This design comes from an exercise in tuning for small area on the open sky130 flow, not from production work.
RTL that was checked went through simulation tests only; none was proved equivalent to the original.
No functional check of the RTL was part of run 1.

--- design/flow/flow/run.sh ---
#!/bin/bash
# The standard layout, with the port buffers made from the smallest buffer.
set -euo pipefail
export BUFFER_PORTS_ARGS="-buffer_cell sky130_fd_sc_hd__buf_1"
bash standard.sh > standard.log 2>&1
--- design/flow/standard.sh ---
#!/bin/bash
# synth_recipe.tcl (not shown) runs the flow's synth.tcl, then flattens the netlist and writes it again
# the make line also repeats each setting of config.mk as NAME=value (left out here)
make -C /OpenROAD-flow-scripts/flow DESIGN_CONFIG=/design/flow/config.mk WORK_HOME=/design/flow/orfs CLKGATE_MAP_FILE= SYNTH_SCRIPT=/design/flow/synth_recipe.tcl "${@:-finish}"
--- design/flow/config.mk ---
export PLATFORM = sky130hd
export DESIGN_NAME = top
export DESIGN_NICKNAME = top
export VERILOG_FILES = /design/flow/design.v
export SDC_FILE = /design/flow/constraint.sdc
export NUM_CORES = 4
export LEC_CHECK = 0
export CAP_MARGIN = 20
export CORE_MARGIN = 2
export CORE_UTILIZATION = 65
export CTS_CLUSTER_DIAMETER = 100
export CTS_CLUSTER_SIZE = 22
export SLEW_MARGIN = 20
export SYNTH_HIERARCHICAL = 1
--- design/flow/constraint.sdc ---
create_clock -name core_clock -period 5.0 [get_ports {clk}]
set_input_delay 1.0000 -clock core_clock [delete_from_list [all_inputs] [get_ports {clk}]]
set_output_delay 1.0000 -clock core_clock [all_outputs]
set_load 0.01 [all_outputs]
--- design/flow/design.v ---
module Column (
  input  wire [7:0] x0, x1, x2, x3,
  input  wire [7:0] w0, w1, w2, w3,
  input  wire [7:1] xs0, xs1, xs2, xs3,
  output wire [7:0] lowr,
  output wire       sat_a,
  output wire       sat_b
);
  wire p0_0_0 = ~(x0[0] & w0[0]);
  wire p0_1_0 = ~(x0[0] & w0[1]);
  wire p0_1_1 = ~(x0[1] & w0[0]);
  wire p0_2_0 = ~(x0[0] & w0[2]);
  wire p0_2_1 = ~(x0[1] & w0[1]);
  wire p0_2_2 = ~(x0[2] & w0[0]);
  wire p0_3_0 = ~(x0[0] & w0[3]);
  wire p0_3_1 = ~(x0[1] & w0[2]);
  wire p0_3_2 = ~(x0[2] & w0[1]);
  wire p0_3_3 = ~(x0[3] & w0[0]);
  wire p0_4_0 = ~((x0[0] & w0[4]) | (x0[4] & w0[0]));
  wire p0_4_1 = ~(x0[1] & w0[3]);
  wire p0_4_2 = ~(x0[2] & w0[2]);
  wire p0_4_3 = ~(x0[3] & w0[1]);
  wire p0_5_0 = ~((x0[0] & w0[5]) | (x0[3] & w0[2]));
  wire p0_5_1 = ~((x0[1] & w0[4]) | (x0[4] & w0[1]));
  wire p0_5_2 = ~((x0[2] & w0[3]) | (x0[5] & w0[0]));
  wire p0_6_0 = ~((x0[0] & w0[6]) | (x0[2] & w0[4]) | (x0[4] & w0[2]) | (x0[6] & w0[0]));
  wire p0_6_1 = ~((x0[1] & w0[5]) | (x0[3] & w0[3]) | (x0[5] & w0[1]));
  wire p0_7_0 = ~((x0[0] & w0[7]) | (x0[1] & w0[6]) | (x0[2] & w0[5]) | (x0[3] & w0[4]) | (x0[4] & w0[3]) | (x0[5] & w0[2]) | (x0[6] & w0[1]) | (x0[7] & w0[0]));
  wire p1_0_0 = ~(x1[0] & w1[0]);
  wire p1_1_0 = ~(x1[0] & w1[1]);
  wire p1_1_1 = ~(x1[1] & w1[0]);
  wire p1_2_0 = ~(x1[0] & w1[2]);
  wire p1_2_1 = ~(x1[1] & w1[1]);
  wire p1_2_2 = ~(x1[2] & w1[0]);
  wire p1_3_0 = ~(x1[0] & w1[3]);
  wire p1_3_1 = ~(x1[1] & w1[2]);
  wire p1_3_2 = ~(x1[2] & w1[1]);
  wire p1_3_3 = ~(x1[3] & w1[0]);
  wire p1_4_0 = ~((x1[0] & w1[4]) | (x1[4] & w1[0]));
  wire p1_4_1 = ~(x1[1] & w1[3]);
  wire p1_4_2 = ~(x1[2] & w1[2]);
  wire p1_4_3 = ~(x1[3] & w1[1]);
  wire p1_5_0 = ~((x1[0] & w1[5]) | (x1[3] & w1[2]));
  wire p1_5_1 = ~((x1[1] & w1[4]) | (x1[4] & w1[1]));
  wire p1_5_2 = ~((x1[2] & w1[3]) | (x1[5] & w1[0]));
  wire p1_6_0 = ~((x1[0] & w1[6]) | (x1[2] & w1[4]) | (x1[4] & w1[2]) | (x1[6] & w1[0]));
  wire p1_6_1 = ~((x1[1] & w1[5]) | (x1[3] & w1[3]) | (x1[5] & w1[1]));
  wire p1_7_0 = ~((x1[0] & w1[7]) | (x1[1] & w1[6]) | (x1[2] & w1[5]) | (x1[3] & w1[4]) | (x1[4] & w1[3]) | (x1[5] & w1[2]) | (x1[6] & w1[1]) | (x1[7] & w1[0]));
  wire p2_0_0 = ~(x2[0] & w2[0]);
  wire p2_1_0 = ~(x2[0] & w2[1]);
  wire p2_1_1 = ~(x2[1] & w2[0]);
  wire p2_2_0 = ~(x2[0] & w2[2]);
  wire p2_2_1 = ~(x2[1] & w2[1]);
  wire p2_2_2 = ~(x2[2] & w2[0]);
  wire p2_3_0 = ~(x2[0] & w2[3]);
  wire p2_3_1 = ~(x2[1] & w2[2]);
  wire p2_3_2 = ~(x2[2] & w2[1]);
  wire p2_3_3 = ~(x2[3] & w2[0]);
  wire p2_4_0 = ~((x2[0] & w2[4]) | (x2[4] & w2[0]));
  wire p2_4_1 = ~(x2[1] & w2[3]);
  wire p2_4_2 = ~(x2[2] & w2[2]);
  wire p2_4_3 = ~(x2[3] & w2[1]);
  wire p2_5_0 = ~((x2[0] & w2[5]) | (x2[3] & w2[2]));
  wire p2_5_1 = ~((x2[1] & w2[4]) | (x2[4] & w2[1]));
  wire p2_5_2 = ~((x2[2] & w2[3]) | (x2[5] & w2[0]));
  wire p2_6_0 = ~((x2[0] & w2[6]) | (x2[2] & w2[4]) | (x2[4] & w2[2]) | (x2[6] & w2[0]));
  wire p2_6_1 = ~((x2[1] & w2[5]) | (x2[3] & w2[3]) | (x2[5] & w2[1]));
  wire p2_7_0 = ~((x2[0] & w2[7]) | (x2[1] & w2[6]) | (x2[2] & w2[5]) | (x2[3] & w2[4]) | (x2[4] & w2[3]) | (x2[5] & w2[2]) | (x2[6] & w2[1]) | (x2[7] & w2[0]));
  wire p3_0_0 = ~(x3[0] & w3[0]);
  wire p3_1_0 = ~(x3[0] & w3[1]);
  wire p3_1_1 = ~(x3[1] & w3[0]);
  wire p3_2_0 = ~(x3[0] & w3[2]);
  wire p3_2_1 = ~(x3[1] & w3[1]);
  wire p3_2_2 = ~(x3[2] & w3[0]);
  wire p3_3_0 = ~(x3[0] & w3[3]);
  wire p3_3_1 = ~(x3[1] & w3[2]);
  wire p3_3_2 = ~(x3[2] & w3[1]);
  wire p3_3_3 = ~(x3[3] & w3[0]);
  wire p3_4_0 = ~((x3[0] & w3[4]) | (x3[4] & w3[0]));
  wire p3_4_1 = ~(x3[1] & w3[3]);
  wire p3_4_2 = ~(x3[2] & w3[2]);
  wire p3_4_3 = ~(x3[3] & w3[1]);
  wire p3_5_0 = ~((x3[0] & w3[5]) | (x3[3] & w3[2]));
  wire p3_5_1 = ~((x3[1] & w3[4]) | (x3[4] & w3[1]));
  wire p3_5_2 = ~((x3[2] & w3[3]) | (x3[5] & w3[0]));
  wire p3_6_0 = ~((x3[0] & w3[6]) | (x3[2] & w3[4]) | (x3[4] & w3[2]) | (x3[6] & w3[0]));
  wire p3_6_1 = ~((x3[1] & w3[5]) | (x3[3] & w3[3]) | (x3[5] & w3[1]));
  wire p3_7_0 = ~((x3[0] & w3[7]) | (x3[1] & w3[6]) | (x3[2] & w3[5]) | (x3[3] & w3[4]) | (x3[4] & w3[3]) | (x3[5] & w3[2]) | (x3[6] & w3[1]) | (x3[7] & w3[0]));
  wire s1;
  wire c2;
  FullAdder fa2 (.a(p0_0_0), .b(p1_0_0), .c(p2_0_0), .s(s1), .co(c2));
  wire s3;
  wire c4;
  HalfAdderN ha4 (.an(p3_0_0), .bn(s1), .s(s3), .co(c4));
  wire s5;
  wire c6;
  FullAdder fa6 (.a(p0_1_0), .b(p0_1_1), .c(p1_1_0), .s(s5), .co(c6));
  wire s7;
  wire c8;
  FullAdder fa8 (.a(p1_1_1), .b(p2_1_0), .c(p2_1_1), .s(s7), .co(c8));
  wire s9;
  wire c10;
  FullAdder fa10 (.a(p3_1_0), .b(p3_1_1), .c(c2), .s(s9), .co(c10));
  wire s11;
  wire c12;
  FullAdder fa12 (.a(s5), .b(s7), .c(s9), .s(s11), .co(c12));
  wire i13;
  assign i13 = ~s11;
  wire s14;
  wire c15;
  HalfAdder ha15 (.a(c4), .b(i13), .s(s14), .co(c15));
  wire s16;
  wire c17;
  FullAdder fa17 (.a(p0_2_0), .b(p0_2_1), .c(p0_2_2), .s(s16), .co(c17));
  wire s18;
  wire c19;
  FullAdder fa19 (.a(p1_2_0), .b(p1_2_1), .c(p1_2_2), .s(s18), .co(c19));
  wire s20;
  wire c21;
  FullAdder fa21 (.a(p2_2_0), .b(p2_2_1), .c(p2_2_2), .s(s20), .co(c21));
  wire s22;
  wire c23;
  FullAdder fa23 (.a(p3_2_0), .b(p3_2_1), .c(p3_2_2), .s(s22), .co(c23));
  wire s24;
  wire c25;
  FullAdder fa25 (.a(c6), .b(c8), .c(s16), .s(s24), .co(c25));
  wire s26;
  wire c27;
  FullAdder fa27 (.a(s18), .b(s20), .c(s22), .s(s26), .co(c27));
  wire s28;
  wire c29;
  FullAdder fa29 (.a(c10), .b(s24), .c(s26), .s(s28), .co(c29));
  wire i30;
  assign i30 = ~c15;
  wire s31;
  wire c32;
  FullAdder fa32 (.a(c12), .b(s28), .c(i30), .s(s31), .co(c32));
  wire s33;
  wire c34;
  FullAdder fa34 (.a(p0_3_0), .b(p0_3_1), .c(p0_3_2), .s(s33), .co(c34));
  wire s35;
  wire c36;
  FullAdder fa36 (.a(p0_3_3), .b(p1_3_0), .c(p1_3_1), .s(s35), .co(c36));
  wire s37;
  wire c38;
  FullAdder fa38 (.a(p1_3_2), .b(p1_3_3), .c(p2_3_0), .s(s37), .co(c38));
  wire s39;
  wire c40;
  FullAdder fa40 (.a(p2_3_1), .b(p2_3_2), .c(p2_3_3), .s(s39), .co(c40));
  wire s41;
  wire c42;
  FullAdder fa42 (.a(p3_3_0), .b(p3_3_1), .c(p3_3_2), .s(s41), .co(c42));
  wire s43;
  wire c44;
  FullAdder fa44 (.a(p3_3_3), .b(c17), .c(c19), .s(s43), .co(c44));
  wire s45;
  wire c46;
  FullAdder fa46 (.a(c21), .b(c23), .c(s33), .s(s45), .co(c46));
  wire s47;
  wire c48;
  FullAdder fa48 (.a(s35), .b(s37), .c(s39), .s(s47), .co(c48));
  wire s49;
  wire c50;
  FullAdder fa50 (.a(s41), .b(c25), .c(c27), .s(s49), .co(c50));
  wire s51;
  wire c52;
  FullAdder fa52 (.a(s43), .b(s45), .c(s47), .s(s51), .co(c52));
  wire s53;
  wire c54;
  FullAdder fa54 (.a(c29), .b(s49), .c(s51), .s(s53), .co(c54));
  wire s55;
  wire c56;
  HalfAdderN ha56 (.an(s53), .bn(c32), .s(s55), .co(c56));
  wire s57;
  wire c58;
  FullAdder fa58 (.a(p0_4_1), .b(p0_4_2), .c(p0_4_3), .s(s57), .co(c58));
  wire s59;
  wire c60;
  FullAdder fa60 (.a(p1_4_1), .b(p1_4_2), .c(p1_4_3), .s(s59), .co(c60));
  wire s61;
  wire c62;
  FullAdder fa62 (.a(p2_4_1), .b(p2_4_2), .c(p2_4_3), .s(s61), .co(c62));
  wire s63;
  wire c64;
  FullAdder fa64 (.a(p3_4_1), .b(p3_4_2), .c(p3_4_3), .s(s63), .co(c64));
  wire s65;
  wire c66;
  FullAdder fa66 (.a(p0_4_0), .b(p1_4_0), .c(p2_4_0), .s(s65), .co(c66));
  wire s67;
  wire c68;
  FullAdder fa68 (.a(p3_4_0), .b(c34), .c(c36), .s(s67), .co(c68));
  wire s69;
  wire c70;
  FullAdder fa70 (.a(c38), .b(c40), .c(c42), .s(s69), .co(c70));
  wire s71;
  wire c72;
  FullAdder fa72 (.a(s57), .b(s59), .c(s61), .s(s71), .co(c72));
  wire s73;
  wire c74;
  FullAdder fa74 (.a(s63), .b(s65), .c(c44), .s(s73), .co(c74));
  wire s75;
  wire c76;
  FullAdder fa76 (.a(c46), .b(c48), .c(s67), .s(s75), .co(c76));
  wire s77;
  wire c78;
  FullAdder fa78 (.a(s69), .b(s71), .c(c50), .s(s77), .co(c78));
  wire s79;
  wire c80;
  FullAdder fa80 (.a(s73), .b(c52), .c(s75), .s(s79), .co(c80));
  wire s81;
  wire c82;
  FullAdder fa82 (.a(s77), .b(c54), .c(s79), .s(s81), .co(c82));
  wire i83;
  assign i83 = ~s81;
  wire s84;
  wire c85;
  HalfAdder ha85 (.a(i83), .b(c56), .s(s84), .co(c85));
  wire s86;
  wire c87;
  FullAdder fa87 (.a(p0_5_0), .b(p0_5_1), .c(p0_5_2), .s(s86), .co(c87));
  wire s88;
  wire c89;
  FullAdder fa89 (.a(p1_5_0), .b(p1_5_1), .c(p1_5_2), .s(s88), .co(c89));
  wire s90;
  wire c91;
  FullAdder fa91 (.a(p2_5_0), .b(p2_5_1), .c(p2_5_2), .s(s90), .co(c91));
  wire s92;
  wire c93;
  FullAdder fa93 (.a(p3_5_0), .b(p3_5_1), .c(p3_5_2), .s(s92), .co(c93));
  wire s94;
  wire c95;
  FullAdder fa95 (.a(c58), .b(c60), .c(c62), .s(s94), .co(c95));
  wire s96;
  wire c97;
  FullAdder fa97 (.a(c64), .b(c66), .c(s86), .s(s96), .co(c97));
  wire s98;
  wire c99;
  FullAdder fa99 (.a(s88), .b(s90), .c(s92), .s(s98), .co(c99));
  wire s100;
  wire c101;
  FullAdder fa101 (.a(c68), .b(c70), .c(c72), .s(s100), .co(c101));
  wire s102;
  wire c103;
  FullAdder fa103 (.a(s94), .b(c74), .c(s96), .s(s102), .co(c103));
  wire s104;
  wire c105;
  FullAdder fa105 (.a(s98), .b(c76), .c(s100), .s(s104), .co(c105));
  wire s106;
  wire c107;
  FullAdder fa107 (.a(c78), .b(s102), .c(c80), .s(s106), .co(c107));
  wire s108;
  wire c109;
  FullAdder fa109 (.a(s104), .b(c82), .c(s106), .s(s108), .co(c109));
  wire i110;
  assign i110 = ~s108;
  wire s111;
  wire c112;
  HalfAdder ha112 (.a(c85), .b(i110), .s(s111), .co(c112));
  wire s113;
  wire c114;
  FullAdder fa114 (.a(p0_6_1), .b(p1_6_1), .c(p2_6_1), .s(s113), .co(c114));
  wire s115;
  wire c116;
  FullAdder fa116 (.a(p3_6_1), .b(p0_6_0), .c(p1_6_0), .s(s115), .co(c116));
  wire s117;
  wire c118;
  FullAdder fa118 (.a(p2_6_0), .b(p3_6_0), .c(c87), .s(s117), .co(c118));
  wire s119;
  wire c120;
  FullAdder fa120 (.a(c89), .b(c91), .c(c93), .s(s119), .co(c120));
  wire s121;
  wire c122;
  FullAdder fa122 (.a(s113), .b(c95), .c(s115), .s(s121), .co(c122));
  wire s123;
  wire c124;
  FullAdder fa124 (.a(c97), .b(c99), .c(s117), .s(s123), .co(c124));
  wire s125;
  wire c126;
  FullAdder fa126 (.a(s119), .b(c101), .c(s121), .s(s125), .co(c126));
  wire s127;
  wire c128;
  FullAdder fa128 (.a(c103), .b(s123), .c(c105), .s(s127), .co(c128));
  wire s129;
  wire c130;
  FullAdder fa130 (.a(s125), .b(c107), .c(s127), .s(s129), .co(c130));
  wire i131;
  assign i131 = ~c112;
  wire s132;
  wire c133;
  FullAdder fa133 (.a(c109), .b(s129), .c(i131), .s(s132), .co(c133));
  wire s134;
  wire c135;
  FullAdder fa135 (.a(p0_7_0), .b(p1_7_0), .c(p2_7_0), .s(s134), .co(c135));
  wire s136;
  wire c137;
  FullAdder fa137 (.a(p3_7_0), .b(c114), .c(c116), .s(s136), .co(c137));
  wire s138;
  wire c139;
  FullAdder fa139 (.a(s134), .b(c118), .c(c120), .s(s138), .co(c139));
  wire s140;
  wire c141;
  FullAdder fa141 (.a(c122), .b(s136), .c(c124), .s(s140), .co(c141));
  wire s142;
  wire c143;
  FullAdder fa143 (.a(s138), .b(c126), .c(s140), .s(s142), .co(c143));
  wire s144;
  wire c145;
  FullAdder fa145 (.a(c128), .b(s142), .c(c130), .s(s144), .co(c145));
  wire s146;
  wire c147;
  HalfAdderN ha147 (.an(s144), .bn(c133), .s(s146), .co(c147));
  assign lowr = {s146, s132, s111, s84, s55, s31, s14, s3};
  assign sat_a = ~c135 |
    ~c137 |
    ~c139 |
    ~c141 |
    (w0[1] & xs0[7]) |
    (w0[2] & xs0[6]) |
    (w0[3] & xs0[5]) |
    (w0[4] & xs0[4]) |
    (w0[5] & xs0[3]) |
    (w0[6] & xs0[2]) |
    (w0[7] & xs0[1]) |
    (w1[1] & xs1[7]) |
    (w1[2] & xs1[6]) |
    (w1[3] & xs1[5]) |
    (w1[4] & xs1[4]) |
    (w1[5] & xs1[3]) |
    (w1[6] & xs1[2]) |
    (w1[7] & xs1[1]) |
    (w2[1] & xs2[7]) |
    (w2[2] & xs2[6]) |
    (w2[3] & xs2[5]) |
    (w2[4] & xs2[4]) |
    (w2[5] & xs2[3]) |
    (w2[6] & xs2[2]) |
    (w2[7] & xs2[1]) |
    (w3[1] & xs3[7]) |
    (w3[2] & xs3[6]) |
    (w3[3] & xs3[5]) |
    (w3[4] & xs3[4]) |
    (w3[5] & xs3[3]) |
    (w3[6] & xs3[2]) |
    (w3[7] & xs3[1]);
  assign sat_b = ~c143 | ~c145 | c147;
endmodule
module FullAdder (
  input  wire a, b, c,
  output wire s, co
);
  assign s  = a ^ b ^ c;
  assign co = (a & b) | (a & c) | (b & c);
endmodule
module HalfAdder (
  input  wire a, b,
  output wire s, co
);
  assign s  = a ^ b;
  assign co = a & b;
endmodule
module HalfAdderN (
  input  wire an, bn,
  output wire s, co
);
  assign s  = an ^ bn;
  assign co = ~(an | bn);
endmodule
module Activation (
  input  wire       sat_a,
  input  wire       sat_b,
  input  wire [7:0] lowr,
  output wire [7:0] y
);
  wire [7:0] low = lowr ^ 8'b01000100;
  wire sat  = sat_a | sat_b;
  wire keep = (|low[7:4]) | (low[3] & (low[2] | low[1]));
  assign y = {8{sat}} | (low & {8{keep}});
endmodule
module Array (
  input  wire        clk  ,
  input  wire        rst  ,
  input  wire        start,
  input  wire [31:0] a_in ,
  input  wire [31:0] w_in ,
  output wire [31:0] y_out,
  output wire        ready,
  output wire        done
);
  reg [4:0] cnt;
  always @(posedge clk or posedge rst) begin
    if (rst) cnt <= 5'd0;
    else if (cnt == 5'd0) cnt <= start ? 5'd1 : 5'd0;
    else if (cnt == 5'd17) cnt <= 5'd0;
    else cnt <= cnt + 5'd1;
  end
  assign ready = cnt == 5'd0;
  assign done  = cnt == 5'd17;
  wire load = (cnt >= 5'd1) && (cnt <= 5'd4);
  reg [7:0] r [0:3][0:3];
  always @(posedge clk) begin
    for (int j = 0; j < 4; j++) begin
      r[0][j] <= load ? w_in[8*j+:8] : r[1][j];
      r[1][j] <= r[0][j];
      r[2][j] <= load ? r[1][j] : r[3][j];
      r[3][j] <= r[2][j];
    end
  end
  reg  phase;
  wire phase_next = (cnt == 5'd1) ? 1'b1 : ~phase;
  always @(posedge clk) phase <= phase_next;
  reg [7:0] a0d1, a0d2, a0d3, a1d1, a1d2, a2d1;
  always @(posedge clk) begin
    a0d1 <= a_in[7:0];   a0d2 <= a0d1; a0d3 <= a0d2;
    a1d1 <= a_in[15:8];  a1d2 <= a1d1;
    a2d1 <= a_in[23:16];
  end
  reg [7:0] x0, x1, x2, x3;
  always @(posedge clk) begin
    x0 <= phase_next ? a1d2 : a0d3;
    x1 <= phase_next ? a0d3 : a1d2;
    x2 <= phase_next ? a_in[31:24] : a2d1;
    x3 <= phase_next ? a2d1 : a_in[31:24];
  end
  wire [7:1] xs0, xs1, xs2, xs3;
  generate
    for (genvar k = 1; k < 8; k = k + 1) begin : xsuf
      assign xs0[k] = |x0[7:k];
      assign xs1[k] = |x1[7:k];
      assign xs2[k] = |x2[7:k];
      assign xs3[k] = |x3[7:k];
    end
  endgenerate
  wire [7:0] lowr [0:3];
  wire [3:0] sat_a, sat_b;
  genvar j;
  generate
    for (j = 0; j < 4; j = j + 1) begin : col
      Column c (
        .x0(x0), .x1(x1), .x2(x2), .x3(x3),
        .w0(r[0][j]), .w1(r[1][j]), .w2(r[2][j]), .w3(r[3][j]),
        .xs0(xs0), .xs1(xs1), .xs2(xs2), .xs3(xs3),
        .lowr(lowr[j]), .sat_a(sat_a[j]), .sat_b(sat_b[j])
      );
    end
  endgenerate
  reg [9:0] s0, s1, s2, s3;
  always @(posedge clk) begin
    s0 <= {sat_b[0], sat_a[0], lowr[0]};
    s1 <= {sat_b[1], sat_a[1], lowr[1]};
    s2 <= {sat_b[2], sat_a[2], lowr[2]};
    s3 <= {sat_b[3], sat_a[3], lowr[3]};
  end
  wire [7:0] y0, y1, y2, y3;
  Activation act0 (.sat_a(s0[8]), .sat_b(s0[9]), .lowr(s0[7:0]), .y(y0));
  Activation act1 (.sat_a(s1[8]), .sat_b(s1[9]), .lowr(s1[7:0]), .y(y1));
  Activation act2 (.sat_a(s2[8]), .sat_b(s2[9]), .lowr(s2[7:0]), .y(y2));
  Activation act3 (.sat_a(s3[8]), .sat_b(s3[9]), .lowr(s3[7:0]), .y(y3));
  reg [7:0] r1b, r2b, r2c, r3b, r3c, r3d;
  always @(posedge clk) begin
    r1b <= y1;
    r2b <= y2; r2c <= r2b;
    r3b <= y3; r3c <= r3b; r3d <= r3c;
  end
  assign y_out = {r3d, r2c, r1b, y0};
endmodule
module top #(parameter N = 4) (
  input  wire           clk  ,
  input  wire           rst  ,
  input  wire           start,
  input  wire [8*N-1:0] a_in ,
  input  wire [8*N-1:0] w_in ,
  output wire [8*N-1:0] y_out,
  output wire           ready,
  output wire           done
);
  Array dut (
    .clk  (clk  ),
    .rst  (rst  ),
    .start(start),
    .a_in (a_in ),
    .w_in (w_in ),
    .y_out(y_out),
    .ready(ready),
    .done (done )
  );
endmodule
==> results of run 1 <==
[flip-flops by register name, indices dropped and copies added, names as in the netlist]
signal,count
dut.r,128
dut.s0,10
dut.s1,10
dut.s2,10
dut.s3,10
dut.a0d1,8
dut.a0d2,8
dut.a0d3,8
dut.a1d1,8
dut.a1d2,8
dut.a2d1,8
dut.r1b,8
dut.r2b,8
dut.r2c,8
dut.r3b,8
dut.r3c,8
dut.r3d,8
dut.x0,8
dut.x1,8
dut.x2,8
dut.x3,8
dut.cnt,5
dut.phase,1
[synthesized netlist by cell type (5+ instances only)]
master    count  share of area (%)
nor3_1        9               0.26
ha_1         27                1.9
mux2_4       60                5.2
fa_1        260                 30
inv_1        52                1.1
buf_6        10               0.64
a222oi_1     16               0.92
or4_1         9               0.39
dfrtp_1       5               0.72
buf_4        32                1.4
dfxtp_1     297                 34
a31oi_1       5               0.18
and4_1       17               0.85
nand3_1       5               0.14
buf_12        6               0.69
nand2_1     220                4.7
a21oi_1       6               0.17
or3_1        20               0.72
nor2_1        6               0.13
a221oi_2     12                1.0
mux2_2       36                2.3
a221oi_1     24                1.2
or2_2        12               0.43
a22o_1       36                1.8
nand4_1       8               0.29
a22oi_1     148                6.4
clkbuf_1     41               0.88
[logic make-up (layout without fill, tap and decap cells)]
logic type	count (synthesis)	after routing	share of synthesized area [%]
muxes	98	98	7.59
DFF	302	302	34.7
xor gates and xnor gates	1	1	0.0501
AOI/OAI and AO/OA	256	256	12.1
adders and majority gates	287	287	31.7
and+or+nand+nor	323	323	9.02
buffers and inverters	145	235	4.82
[through the flow]
stage | worst slack (ns) | cells | util, %
3_5_place_dp | 0.316 | 1822 | 68.5
3_3_place_gp | 0.384 | 1822 | 68.5
4_1_cts | 0.281 | 1843 | 70.3
5_1_grt | 0.0599 | 1843 | 70.3
6_report | 0.238 | 1843 | 70.3
2_1_floorplan | 0.352 | 1412 | -
[area by class of cell]
| class | instances | area, um2 |
|---|---|---|
| multi-input cells | 965 | 10600 |
| inverters | 52 | 195 |
| flip-flops and latches | 302 | 6070 |
| well taps | 341 | 427 |
| repair buffers | 162 | 978 |
| clock inverters | 2 | 38.8 |
| fillers | 1924 | 7910 |
| clock buffers | 19 | 443 |
[Yosys stat by module (local to each module, per instance), excerpt]
module,flip-flops and latches,area [um2]
Array,302,7920
Activation,0,101
HalfAdder,0,12.5
HalfAdderN,0,20.0
Column,0,892
FullAdder,0,20.0
[per-layer routing]
layer | global-route usage, % | vias to the layer above | wire [um]
met1 | 47.5 | 6167 | 17900
met2 | 54.8 | 1009 | 21600
met3 | 9.24 | 247 | 6460
met5 | 0 | - | 13
met4 | 16.9 | 2 | 2830
li1 | - | 5124 | -
[worst max path at each step]
stage              start         to
2_1_floorplan  dut.x1[1]  dut.s0[7]
4_1_cts        dut.x3[1]  dut.s2[7]
3_3_place_gp   dut.x3[0]  dut.s0[7]
6_report       dut.x3[1]  dut.s0[7]
3_5_place_dp   dut.x3[1]  dut.s0[7]
5_1_grt        dut.x3[1]  dut.s1[7]
[worst max-delay path, stage by stage, from the launching register on]
cell and delay, ns:
dfxtp_1 0.81, nand2_1 0.17, fa_1 0.46, fa_1 0.50, fa_1 0.52, fa_1 0.41
fa_1 0.43, fa_1 0.47, inv_1 0.07, ha_1 0.14, inv_1 0.05, fa_1 0.35
inv_1 0.07, ha_1 0.21
==> reports/results.ini, run 1 <==
[status]
status=complete, no violations

[global_routing]
grt_pass1_wl_mm=76.0
grt_antenna_before_repair=1
grt_max_degree=47
first_global_vias=13209
grt-ovfl-total=0
grtUsageTotal_pct=35.6

[timing]
fin_crit_sh_pct=95.2
finClkSkew_ns=0.0240
slew_headroom_pct=27.4
rsz0062_at_grt=no
setup_violations=0
worst_pin_slew_ns=1.09
max_freq_mhz=210
tns_ns=0
drv_slew=0
holdWs_ns=0.321
period_needed_ns=4.76
hold_violations=0

[clock_tree]
ctsResizeCount=0
cts.path.max_buffers=3
cts_num_sinks=302
cts_root_buf=clkbuf_16
cts-hold-fix-buffers=0
cts_made_buffers=17
worstSkewPairLatency_ns=0.53
clkSlewWorstSetupHoldPaths_ns=0.10
post_cts.repair.setup_buffers=0
h-tree-depth=1
cts_tree=built

[yosys]
synthFlopType=dfxtp_1
synth-edff-count=0
syn_inst=1412
syn_area_um2=17500
synth_area_per_cell_um2=12.4
ys_seq_elements=302
async_flop_share_pct=1.66
yosysWarnings=9
synth.distinct_cells=44
syn_nets=1766
ys_seq_area_share_pct=34.7

[final_layout]
design_area_um2=18700
drive_above_1_share_pct=13.9
final_common_cell=dfxtp_1
area_growth_pct=7.18
finalNetCount=1854
antenna_cells=0
mostFrequentLayoutCells=297 x dfxtp_1, 260 x fa_1, 220 x nand2_1

[place]
placed_area_um2=18300
numPortBuffers=100
detailedPlacementHpwl_mm=34.0
place.gp.congestion=0.989

[detailed_routing]
ant_nets=0
drtPass1Iterations=9
routedWlPerCell_um=26.5
vias_per_cell=6.81
wl_mm=48.8
vias=12549
drc=0
drt_iter0_markers=1663

[die]
rows=60
core_area_um2=26700
start_util_pct=65.6
io_pins=101
die_h_um=168
die_x_um=168
die-area_um2=28200

[setup_path]
r2r_start=dut.x3[1]
cp.required_ns=5.42
cp-end-kind=flip-flop
rrSetupSlack_ns=0.24
cp.arrival_ns=5.18
cp_max_fo=10
startpoint_type=flip-flop
r2r_end=dut.s0[7]
r2r_cells=13
critPathKind=flip-flop to flip-flop

[run]
drv_cap=0

[min_path]
hold_class=flip-flop to flip-flop
hold_end=dut.r2c[5]
worstHoldStart=dut.r2b[5]
holdPathStages=0

==> run 2: changes to the inputs <==
--- a/design/flow/design.v
+++ b/design/flow/design.v
@@ -3,9 +3,9 @@
   input  wire [7:0] w0, w1, w2, w3,
   input  wire [7:1] xs0, xs1, xs2, xs3,
   output wire [7:0] lowr,
-  output wire       sat_a,
-  output wire       sat_b
+  output wire       sat
 );
+  wire sat_a;
   wire p0_0_0 = ~(x0[0] & w0[0]);
   wire p0_1_0 = ~(x0[0] & w0[1]);
   wire p0_1_1 = ~(x0[1] & w0[0]);
@@ -342,7 +342,8 @@
     (w3[5] & xs3[3]) |
     (w3[6] & xs3[2]) |
     (w3[7] & xs3[1]);
-  assign sat_b = ~c143 | ~c145 | c147;
+  wire sat_ab = sat_a | ~c143 | ~c145;
+  Or2 sor (.a(sat_ab), .b(c147), .y(sat));
 endmodule
 module FullAdder (
   input  wire a, b, c,
@@ -362,17 +363,39 @@
   input  wire an, bn,
   output wire s, co
 );
-  assign s  = an ^ bn;
-  assign co = ~(an | bn);
+  Xor2 x (.a(an), .b(bn), .y(s));
+  Nor2 n (.a(an), .b(bn), .y(co));
+endmodule
+module Or2 (
+  input  wire a, b,
+  output wire y
+);
+  assign y = a | b;
+endmodule
+module Or2N (
+  input  wire a, bn,
+  output wire y
+);
+  assign y = a | ~bn;
+endmodule
+module Xor2 (
+  input  wire a, b,
+  output wire y
+);
+  assign y = a ^ b;
+endmodule
+module Nor2 (
+  input  wire a, b,
+  output wire y
+);
+  assign y = ~(a | b);
 endmodule
 module Activation (
-  input  wire       sat_a,
-  input  wire       sat_b,
+  input  wire       sat,
   input  wire [7:0] lowr,
   output wire [7:0] y
 );
   wire [7:0] low = lowr ^ 8'b01000100;
-  wire sat  = sat_a | sat_b;
   wire keep = (|low[7:4]) | (low[3] & (low[2] | low[1]));
   assign y = {8{sat}} | (low & {8{keep}});
 endmodule
@@ -396,31 +419,23 @@
   assign ready = cnt == 5'd0;
   assign done  = cnt == 5'd17;
   wire load = (cnt >= 5'd1) && (cnt <= 5'd4);
-  reg [7:0] r [0:3][0:3];
+  reg [7:0] w [0:3][0:3];
   always @(posedge clk) begin
-    for (int j = 0; j < 4; j++) begin
-      r[0][j] <= load ? w_in[8*j+:8] : r[1][j];
-      r[1][j] <= r[0][j];
-      r[2][j] <= load ? r[1][j] : r[3][j];
-      r[3][j] <= r[2][j];
+    if (load) begin
+      for (int j = 0; j < 4; j++) begin
+        w[0][j] <= w_in[8*j+:8];
+        for (int i = 1; i < 4; i++) w[i][j] <= w[i-1][j];
+      end
     end
   end
-  reg  phase;
-  wire phase_next = (cnt == 5'd1) ? 1'b1 : ~phase;
-  always @(posedge clk) phase <= phase_next;
-  reg [7:0] a0d1, a0d2, a0d3, a1d1, a1d2, a2d1;
-  always @(posedge clk) begin
-    a0d1 <= a_in[7:0];   a0d2 <= a0d1; a0d3 <= a0d2;
-    a1d1 <= a_in[15:8];  a1d2 <= a1d1;
-    a2d1 <= a_in[23:16];
-  end
-  reg [7:0] x0, x1, x2, x3;
+  reg [7:0] a0d1, a0d2, a0d3, a0d4, a1d1, a1d2, a1d3, a2d1, a2d2, a3d1;
   always @(posedge clk) begin
-    x0 <= phase_next ? a1d2 : a0d3;
-    x1 <= phase_next ? a0d3 : a1d2;
-    x2 <= phase_next ? a_in[31:24] : a2d1;
-    x3 <= phase_next ? a2d1 : a_in[31:24];
+    a0d1 <= a_in[7:0];   a0d2 <= a0d1; a0d3 <= a0d2; a0d4 <= a0d3;
+    a1d1 <= a_in[15:8];  a1d2 <= a1d1; a1d3 <= a1d2;
+    a2d1 <= a_in[23:16]; a2d2 <= a2d1;
+    a3d1 <= a_in[31:24];
   end
+  wire [7:0] x0 = a0d4, x1 = a1d3, x2 = a2d2, x3 = a3d1;
   wire [7:1] xs0, xs1, xs2, xs3;
   generate
     for (genvar k = 1; k < 8; k = k + 1) begin : xsuf
@@ -431,30 +446,30 @@
     end
   endgenerate
   wire [7:0] lowr [0:3];
-  wire [3:0] sat_a, sat_b;
+  wire [3:0] sat;
   genvar j;
   generate
     for (j = 0; j < 4; j = j + 1) begin : col
       Column c (
-        .x0(x0), .x1(x1), .x2(x2), .x3(x3),
-        .w0(r[0][j]), .w1(r[1][j]), .w2(r[2][j]), .w3(r[3][j]),
+        .x0(a0d4), .x1(a1d3), .x2(a2d2), .x3(a3d1),
+        .w0(w[0][j]), .w1(w[1][j]), .w2(w[2][j]), .w3(w[3][j]),
         .xs0(xs0), .xs1(xs1), .xs2(xs2), .xs3(xs3),
-        .lowr(lowr[j]), .sat_a(sat_a[j]), .sat_b(sat_b[j])
+        .lowr(lowr[j]), .sat(sat[j])
       );
     end
   endgenerate
-  reg [9:0] s0, s1, s2, s3;
+  reg [8:0] s0, s1, s2, s3;
   always @(posedge clk) begin
-    s0 <= {sat_b[0], sat_a[0], lowr[0]};
-    s1 <= {sat_b[1], sat_a[1], lowr[1]};
-    s2 <= {sat_b[2], sat_a[2], lowr[2]};
-    s3 <= {sat_b[3], sat_a[3], lowr[3]};
+    s0 <= {sat[0], lowr[0]};
+    s1 <= {sat[1], lowr[1]};
+    s2 <= {sat[2], lowr[2]};
+    s3 <= {sat[3], lowr[3]};
   end
   wire [7:0] y0, y1, y2, y3;
-  Activation act0 (.sat_a(s0[8]), .sat_b(s0[9]), .lowr(s0[7:0]), .y(y0));
-  Activation act1 (.sat_a(s1[8]), .sat_b(s1[9]), .lowr(s1[7:0]), .y(y1));
-  Activation act2 (.sat_a(s2[8]), .sat_b(s2[9]), .lowr(s2[7:0]), .y(y2));
-  Activation act3 (.sat_a(s3[8]), .sat_b(s3[9]), .lowr(s3[7:0]), .y(y3));
+  Activation act0 (.sat(s0[8]), .lowr(s0[7:0]), .y(y0));
+  Activation act1 (.sat(s1[8]), .lowr(s1[7:0]), .y(y1));
+  Activation act2 (.sat(s2[8]), .lowr(s2[7:0]), .y(y2));
+  Activation act3 (.sat(s3[8]), .lowr(s3[7:0]), .y(y3));
   reg [7:0] r1b, r2b, r2c, r3b, r3c, r3d;
   always @(posedge clk) begin
     r1b <= y1;
--- a/design/flow/config.mk
+++ b/design/flow/config.mk
@@ -7,8 +7,8 @@
 export LEC_CHECK = 0
 export CAP_MARGIN = 20
 export CORE_MARGIN = 2
-export CORE_UTILIZATION = 65
-export CTS_CLUSTER_DIAMETER = 100
-export CTS_CLUSTER_SIZE = 22
+export CORE_UTILIZATION = 70
+export CTS_CLUSTER_DIAMETER = 80
+export CTS_CLUSTER_SIZE = 30
 export SLEW_MARGIN = 20
 export SYNTH_HIERARCHICAL = 1
==> reports/results.ini, run 2 <==
[global_routing]
grt_pass1_wl_mm=71.0  ; was 76.0 mm
first_global_vias=12848  ; was 13209
grt-ovfl-total=0  ; unchanged
grtUsageTotal_pct=36.7  ; was 35.6%
grt_max_degree=129  ; was 47
grt_antenna_before_repair=1  ; unchanged

[yosys]
yosys.cell_count.top_type=fa_1  ; was dfxtp_1
synth-edff-count=128  ; was 0
synthAdderAreaFrac_pct=31.6  ; was 31.7%
ys_top_cells_by_count=260 x fa_1, 220 x nand2_1, 164 x a22oi_1, 164 x dfxtp_1, 128 x edfxtp_1  ; was 297 x dfxtp_1, 260 x fa_1, 220 x nand2_1, 148 x a22oi_1, 60 x mux2_4
ys_seq_area_share_pct=42.5  ; was 34.7%
syn_inst=1296  ; was 1412
synth_area_per_cell_um2=13.2  ; was 12.4 um2
syn_nets=1638  ; was 1766
ys_seq_elements=297  ; was 302
syn_area_um2=17000  ; was 17500 um2
async_flop_share_pct=1.68  ; was 1.66%
synth.area.top_cells=fa_1 31%, edfxtp_1 23%, dfxtp_1 19%  ; was dfxtp_1 34%, fa_1 30%, a22oi_1 6.4%
synth_top_family_by_area=adder cells  ; unchanged
synthMuxAreaShare_pct=0.117  ; was 7.59%
synth.distinct_cells=42  ; was 44
synth_top_cell_area_share_pct=30.5  ; was 34.0%
yosysWarnings=9  ; unchanged
yosys.area.top_type=fa_1  ; was dfxtp_1
synth-xor-area-share_pct=0.668  ; was 0.0501%
synthFlopType=dfxtp_1  ; unchanged
synthSimpleGateAreaFrac_pct=9.64  ; was 9.02%
synth-compound-area-share_pct=12.0  ; was 12.1%

[setup_path]
critical-path-max-stage-delay_ns=0.87  ; was 0.81 ns
cp.required_ns=5.41  ; was 5.42 ns
critPathKind=flip-flop to flip-flop  ; unchanged
crit_path_frequent_cell=fa_1  ; unchanged
r2r_start=dut.a1d3[4]  ; was dut.x3[1]
rrSetupSlack_ns=0.15  ; was 0.24 ns
crit_family=adder cells  ; unchanged
worst-path-buf-inv=0  ; was 3
cp.arrival_ns=5.26  ; was 5.18 ns
r2r_end=dut.s0[8]  ; was dut.s0[7]
startpoint_type=flip-flop  ; unchanged
cp-end-kind=flip-flop  ; unchanged
path_cells=a22oi_1 > fa_1 > fa_1 > fa_1 > fa_1 > fa_1 > fa_1 > nand2_1 > a211oi_1 > nand3_1 > or4_1 > or2_1  ; was nand2_1 > fa_1 > fa_1 > fa_1 > fa_1 > fa_1 > fa_1 > inv_1 > ha_1 > inv_1 > fa_1 > inv_1 > ha_1
r2r_cells=12  ; was 13
worst_path_max_delay_cell=dfxtp_1  ; unchanged
cp_max_fo=13  ; was 10

[run]
drv_cap=0  ; unchanged

[die]
die-area_um2=25600  ; was 28200 um2
io_pins=101  ; unchanged
die_x_um=160  ; was 168 um
core_area_um2=24100  ; was 26700 um2
rows=57  ; was 60
die_h_um=160  ; was 168 um
start_util_pct=70.7  ; was 65.6%

[final_layout]
final_common_cell=fa_1  ; was dfxtp_1
finalNetCount=1706  ; was 1854
top_register=dut.w  ; was dut.r
mostFrequentLayoutCells=260 x fa_1, 220 x nand2_1, 164 x a22oi_1, 164 x dfxtp_1, 128 x edfxtp_1  ; was 297 x dfxtp_1, 260 x fa_1, 220 x nand2_1
final_cell_count_no_fill=1699  ; was 1843
largest_register_ffs=128  ; unchanged
drive_above_1_share_pct=6.77  ; was 13.9%
post-route-util_pct=76.4  ; was 70.3%
design_area_um2=18400  ; was 18700 um2
area_growth_pct=8.04  ; was 7.18%

[place]
detailedPlacementHpwl_mm=30.9  ; was 34.0 mm
numPortBuffers=100  ; unchanged
dp.cells=1670  ; was 1822
placed_area_um2=17900  ; was 18300 um2
place.gp.congestion=0.987  ; was 0.989
dp_slack_ns=0.273  ; was 0.316 ns

[detailed_routing]
routedWlPerCell_um=26.8  ; was 26.5 um
vias=11841  ; was 12549
wl_mm=45.5  ; was 48.8 mm
drc=0  ; unchanged
drt_iter0_markers=2057  ; was 1663
ant_nets=0  ; unchanged
vias_per_cell=6.97  ; was 6.81
drtPass1Iterations=10  ; was 9

[clock_tree]
ctsResizeCount=0  ; unchanged
cts_root_buf=clkbuf_16  ; unchanged
worstSkewPairLatency_ns=0.52  ; was 0.53 ns
cts_tree=built  ; unchanged
h-tree-depth=1  ; unchanged
cts_made_buffers=16  ; was 17
cts.path.max_buffers=3  ; unchanged
cts_num_sinks=297  ; was 302
post_cts.repair.setup_buffers=0  ; unchanged
clkSlewWorstSetupHoldPaths_ns=0.11  ; was 0.10 ns
cts-hold-fix-buffers=0  ; unchanged

[timing]
max_freq_mhz=206  ; was 210 MHz
slew_headroom_pct=45.2  ; was 27.4%
drv_slew=0  ; unchanged
finClkSkew_ns=0.0178  ; was 0.0240 ns
period_needed_ns=4.85  ; was 4.76 ns
setup_violations=0  ; unchanged
worst_slack_ns=0.154  ; was 0.238 ns
fin_crit_sh_pct=96.9  ; was 95.2%
rsz0062_at_grt=no  ; unchanged
hold_violations=0  ; unchanged
worst_pin_slew_ns=0.821  ; was 1.09 ns
tns_ns=0  ; unchanged

[min_path]
worstHoldStart=dut.a0d3[7]  ; was dut.r2b[5]
hold_end=dut.a0d4[7]  ; was dut.r2c[5]
holdPathStages=0  ; unchanged
hold_class=flip-flop to flip-flop  ; unchanged

[status]
status=complete, no violations  ; unchanged

-- run 2: cell types whose count changed after synthesis, moves of 20 or more --
cell	change
mux2_2	-36
or2_1	+20
or3_1	-20
dfxtp_1	-133
edfxtp_1	+128
mux2_4	-60
-- run 2: per-module statistics from Yosys (local to each module, per instance), excerpt --
module      copies in the design  cell area [um2]  cells  flops+latches
FullAdder                    260             20.0      1              0
Nor2                          12             3.75      1              0
Activation                     4             98.8     15              0
Column                         4              868    146              0
Array                          1             7650    352            297
HalfAdder                     12             12.5      1              0
Or2                            4             6.26      1              0
Xor2                          12             8.76      1              0
-- run 2: cell families after synthesis --
family | after synthesis
simple gates | 337
fa+ha+maj | 275
mux | 2
xor+xnor | 13
compound gates | 256
buf+inv | 116
flops | 297
-- run 2: through the flow --
step	hold WS [ns]
3_5_place_dp	0.312
2_1_floorplan	0.310
6_report	0.327
5_1_grt	0.334
4_1_cts	0.331
3_3_place_gp	0.310
-- run 2: how the worst max path moves through the flow --
stage,cells past startpoint,end,slack [ns],startpoint
floorplan,4,dut.w[0][0],-0.51,dut.cnt[1]
global placement,12,dut.s0[8],0.35,dut.a2d2[4]
detailed placement,12,dut.s0[8],0.27,dut.a2d2[4]
CTS,12,dut.s0[8],0.26,dut.a2d2[4]
global route,12,dut.s2[8],0.008,dut.a1d3[4]
finish,12,dut.s0[8],0.15,dut.a1d3[4]
-- run 2: layer usage --
metal  global-route usage [%]  part of all wire, %  routed length (um)  vias up
met5                        0                    0                   0        -
met4                     16.7                  5.9                2680        0
met3                     12.4                   15                6630      274
met2                     58.4                   46               21100     1014
met1                     46.3                   33               15100     5789
li1                         -                    -                   -     4764
-- run 2: final cells by class --
| cell class | instances | area (um2) |
|---|---|---|
| tap | 324 | 405 |
| clock buffer | 20 | 437 |
| sequential | 297 | 7250 |
| multi-input combinational | 883 | 9260 |
| timing repair buffer | 133 | 823 |
| fill | 1561 | 5690 |
| inverter | 33 | 124 |
| clock inverter | 8 | 113 |
| antenna | 1 | 2.50 |
==> run 3: changes to the inputs <==
--- a/design/flow/config.mk
+++ b/design/flow/config.mk
@@ -8,7 +8,7 @@
 export CAP_MARGIN = 20
 export CORE_MARGIN = 2
 export CORE_UTILIZATION = 70
-export CTS_CLUSTER_DIAMETER = 80
-export CTS_CLUSTER_SIZE = 30
+export CTS_CLUSTER_DIAMETER = 120
+export CTS_CLUSTER_SIZE = 26
 export SLEW_MARGIN = 20
 export SYNTH_HIERARCHICAL = 1
==> reports/results.ini, run 3 <==
[global_routing]
grt-ovfl-total=0  ; unchanged
first_global_vias=12762  ; was 12848
grt_use_met1_pct=46.1  ; was 46.3%
grt_use_met2_pct=57.8  ; was 58.4%
grt_antenna_before_repair=2  ; was 1
grt_max_degree=129  ; unchanged
grt_pass1_wl_mm=70.6  ; was 71.0 mm
use_met3_pct=12.6  ; was 12.4%
grtUsageTotal_pct=36.5  ; was 36.7%
busiest_layer=met2  ; unchanged

[detailed_routing]
vias_per_cell=7.00  ; was 6.97
drc=0  ; unchanged
drt_iter0_markers=1941  ; was 2057
wl_mm=45.4  ; was 45.5 mm
routedWlPerCell_um=26.8  ; about the same
ant_nets=0  ; unchanged
vias=11870  ; was 11841
drtPass1Iterations=9  ; was 10

[die]
io_pins=101  ; unchanged
die_x_um=160  ; unchanged
rows=57  ; unchanged
core_area_um2=24100  ; unchanged
start_util_pct=70.7  ; unchanged
die_h_um=160  ; unchanged
die-area_um2=25600  ; unchanged

[clock_tree]
cts_made_buffers=15  ; was 16
h-tree-depth=1  ; unchanged
cts_tree=built  ; unchanged
cts-hold-fix-buffers=0  ; unchanged
cts_num_sinks=297  ; unchanged
worstSkewPairLatency_ns=0.50  ; was 0.52 ns
clkSlewWorstSetupHoldPaths_ns=0.10  ; was 0.11 ns
post_cts.repair.setup_buffers=0  ; unchanged
cts.path.max_buffers=3  ; unchanged
cts_root_buf=clkbuf_16  ; unchanged

[timing]
hold_violations=0  ; unchanged
setup_violations=0  ; unchanged
drv_slew=0  ; unchanged
slew_headroom_pct=47.4  ; was 45.2%
fin_crit_sh_pct=95.9  ; was 96.9%
holdWs_ns=0.328  ; was 0.327 ns
period_needed_ns=4.80  ; was 4.85 ns
max_freq_mhz=208  ; was 206 MHz
tns_ns=0  ; unchanged
worst_pin_slew_ns=0.787  ; was 0.821 ns
finClkSkew_ns=0.0247  ; was 0.0178 ns
rsz0062_at_grt=no  ; unchanged

[yosys]
synth_top_cell_area_share_pct=30.5  ; unchanged
syn_inst=1296  ; unchanged
ys_seq_area_share_pct=42.5  ; unchanged
yosys.area.top_type=fa_1  ; unchanged
async_flop_share_pct=1.68  ; unchanged
synth.distinct_cells=42  ; unchanged
synth.area.top_cells=fa_1 31%, edfxtp_1 23%, dfxtp_1 19%  ; unchanged
ys_top_cells_by_count=260 x fa_1, 220 x nand2_1, 164 x a22oi_1, 164 x dfxtp_1, 128 x edfxtp_1  ; unchanged
yosys.cell_count.top_type=fa_1  ; unchanged
synthFlopType=dfxtp_1  ; unchanged
synth_area_per_cell_um2=13.2  ; unchanged
syn_area_um2=17000  ; unchanged
ys_seq_elements=297  ; unchanged
syn_nets=1638  ; unchanged
yosysWarnings=9  ; unchanged
synth-edff-count=128  ; unchanged

[status]
status=complete, no violations  ; unchanged

[min_path]
holdPathStages=0  ; unchanged
worstHoldStart=dut.a0d1[4]  ; was dut.a0d3[7]
hold_class=flip-flop to flip-flop  ; unchanged
hold_end=dut.a0d2[4]  ; was dut.a0d4[7]

[final_layout]
area_growth_pct=7.31  ; was 8.04%
finalNetCount=1705  ; was 1706
n_fill_cell=1574  ; was 1561
seq_area_um2=7250  ; about the same
top_register=dut.w  ; unchanged
multi_input_area_um2=9260  ; unchanged
drive_above_1_share_pct=6.20  ; was 6.77%
final_common_cell=fa_1  ; unchanged
mostFrequentLayoutCells=260 x fa_1, 220 x nand2_1, 164 x a22oi_1  ; was 260 x fa_1, 220 x nand2_1, 164 x a22oi_1, 164 x dfxtp_1, 128 x edfxtp_1
largest_register_ffs=128  ; unchanged

[run]
drv_cap=0  ; unchanged

[place]
place.gp.congestion=0.987  ; unchanged
numPortBuffers=100  ; unchanged
detailedPlacementHpwl_mm=30.9  ; unchanged

[setup_path]
r2r_cells=12  ; unchanged
rrSetupSlack_ns=0.20  ; was 0.15 ns
r2r_start=dut.a0d4[4]  ; was dut.a1d3[4]
cp_max_fo=12  ; was 13
crit_path_start=dut.a0d4[4]  ; was dut.a1d3[4]
cp.required_ns=5.41  ; about the same
cp-end-kind=flip-flop  ; unchanged
cp.arrival_ns=5.20  ; was 5.26 ns
critPathKind=flip-flop to flip-flop  ; unchanged
startpoint_type=flip-flop  ; unchanged
r2r_end=dut.s0[8]  ; unchanged

## run 3: critical path: stages (launching register included)
cell and delay [ns]:
dfxtp_1 0.82, a22oi_1 0.23, fa_1 0.52, fa_1 0.44, fa_1 0.44, fa_1 0.45
fa_1 0.52, fa_1 0.17, nand2_1 0.05, a211oi_1 0.26, nand3_1 0.10, or4_1 0.48
or2_1 0.21
## run 3: modules after synthesis (local to each module, per instance), a selection
| module | flip-flops and latches | cell area (um2) |
|---|---|---|
| Or2 | 0 | 6.26 |
| Activation | 0 | 98.8 |
| Column | 0 | 868 |
| Xor2 | 0 | 8.76 |
| HalfAdder | 0 | 12.5 |
| Array | 297 | 7650 |
| FullAdder | 0 | 20.0 |
| Nor2 | 0 | 3.75 |
## run 3: worst max-delay path by stage
stage / to / slack (ns) / cells past startpoint
6_report: dut.s0[8] / 0.20 / 12
5_1_grt: dut.s2[8] / 0.006 / 12
4_1_cts: dut.s0[8] / 0.26 / 12
3_5_place_dp: dut.s0[8] / 0.27 / 12
3_3_place_gp: dut.s0[8] / 0.35 / 12
2_1_floorplan: dut.w[0][0] / -0.51 / 4
## run 3: cell families after synthesis
family | synth area share (%)
AND/OR/NAND/NOR | 9.64
flip-flops | 42.5
adder cells (fa/ha/maj) | 31.6
AO/OA/AOI/OAI | 12.0
buffers and inverters | 3.44
XOR/XNOR | 0.668
multiplexers | 0.117
## run 3: per-stage QoR
| stage | cell area (um2) | util, % | setup WS, ns | instances |
|---|---|---|---|---|
| 2_1_floorplan | 17100 | - | -0.513 | 1296 |
| 3_3_place_gp | 17900 | 74.1 | 0.355 | 1670 |
| 3_5_place_dp | 17900 | 74.1 | 0.273 | 1670 |
| 4_1_cts | 18300 | 75.9 | 0.258 | 1694 |
| 5_1_grt | 18300 | 75.9 | 0.00590 | 1695 |
| 6_report | 18300 | 75.9 | 0.203 | 1696 |
## run 3: what timing repair did
action                                  4_1_cts  5_1_grt
hold endpoints to repair                      0        0
gates resized for setup                       0        1
endpoints found under the setup margin        0        1
## run 3: metal layers
metal	up-vias	part of all wire, %
li1	4755	-
met1	5759	33
met2	1074	46
met3	282	15
met4	0	6.0
met5	-	0
## run 3: layout make-up
type                    count  area share, %
inverters                  33          0.677
clock inverters             1         0.0889
multi-input cells         883           50.6
flip-flops and latches    297           39.7
diodes                      2         0.0274
repair buffers            133           4.50
clock buffers              23           2.22
well taps                 324           2.22

==> what the ideal ports hide <==
The results above use ideal ports. As a check the final layouts listed here were re-extracted and re-timed, cells and wires unchanged. Step 1 sets driving cells, clkbuf_16 on the clock port and buf_2 on the other inputs (assumed; they add their load-dependent delay and slew). Step 2 adds t to the input delays and takes it off the output delays; t is the mean of the earliest and latest rising clock arrival at the registers after step 1. Input paths then give back, and output paths get back, about the clock's delay inside the block. a / b / c = ideal ports / drivers / drivers and shift; a / b = the first two.
run	shift t [ns]	slack for setup (ns)	slew at the worst register clock pin (ns)
run 1	0.575	0.238 / 0.238 / 0.238	0.10 / 0.10
run 2	0.557	0.154 / 0.154 / 0.154	0.11 / 0.11
run 3	0.540	0.203 / 0.203 / 0.203	0.10 / 0.10
After both steps every run listed still meets setup and hold.
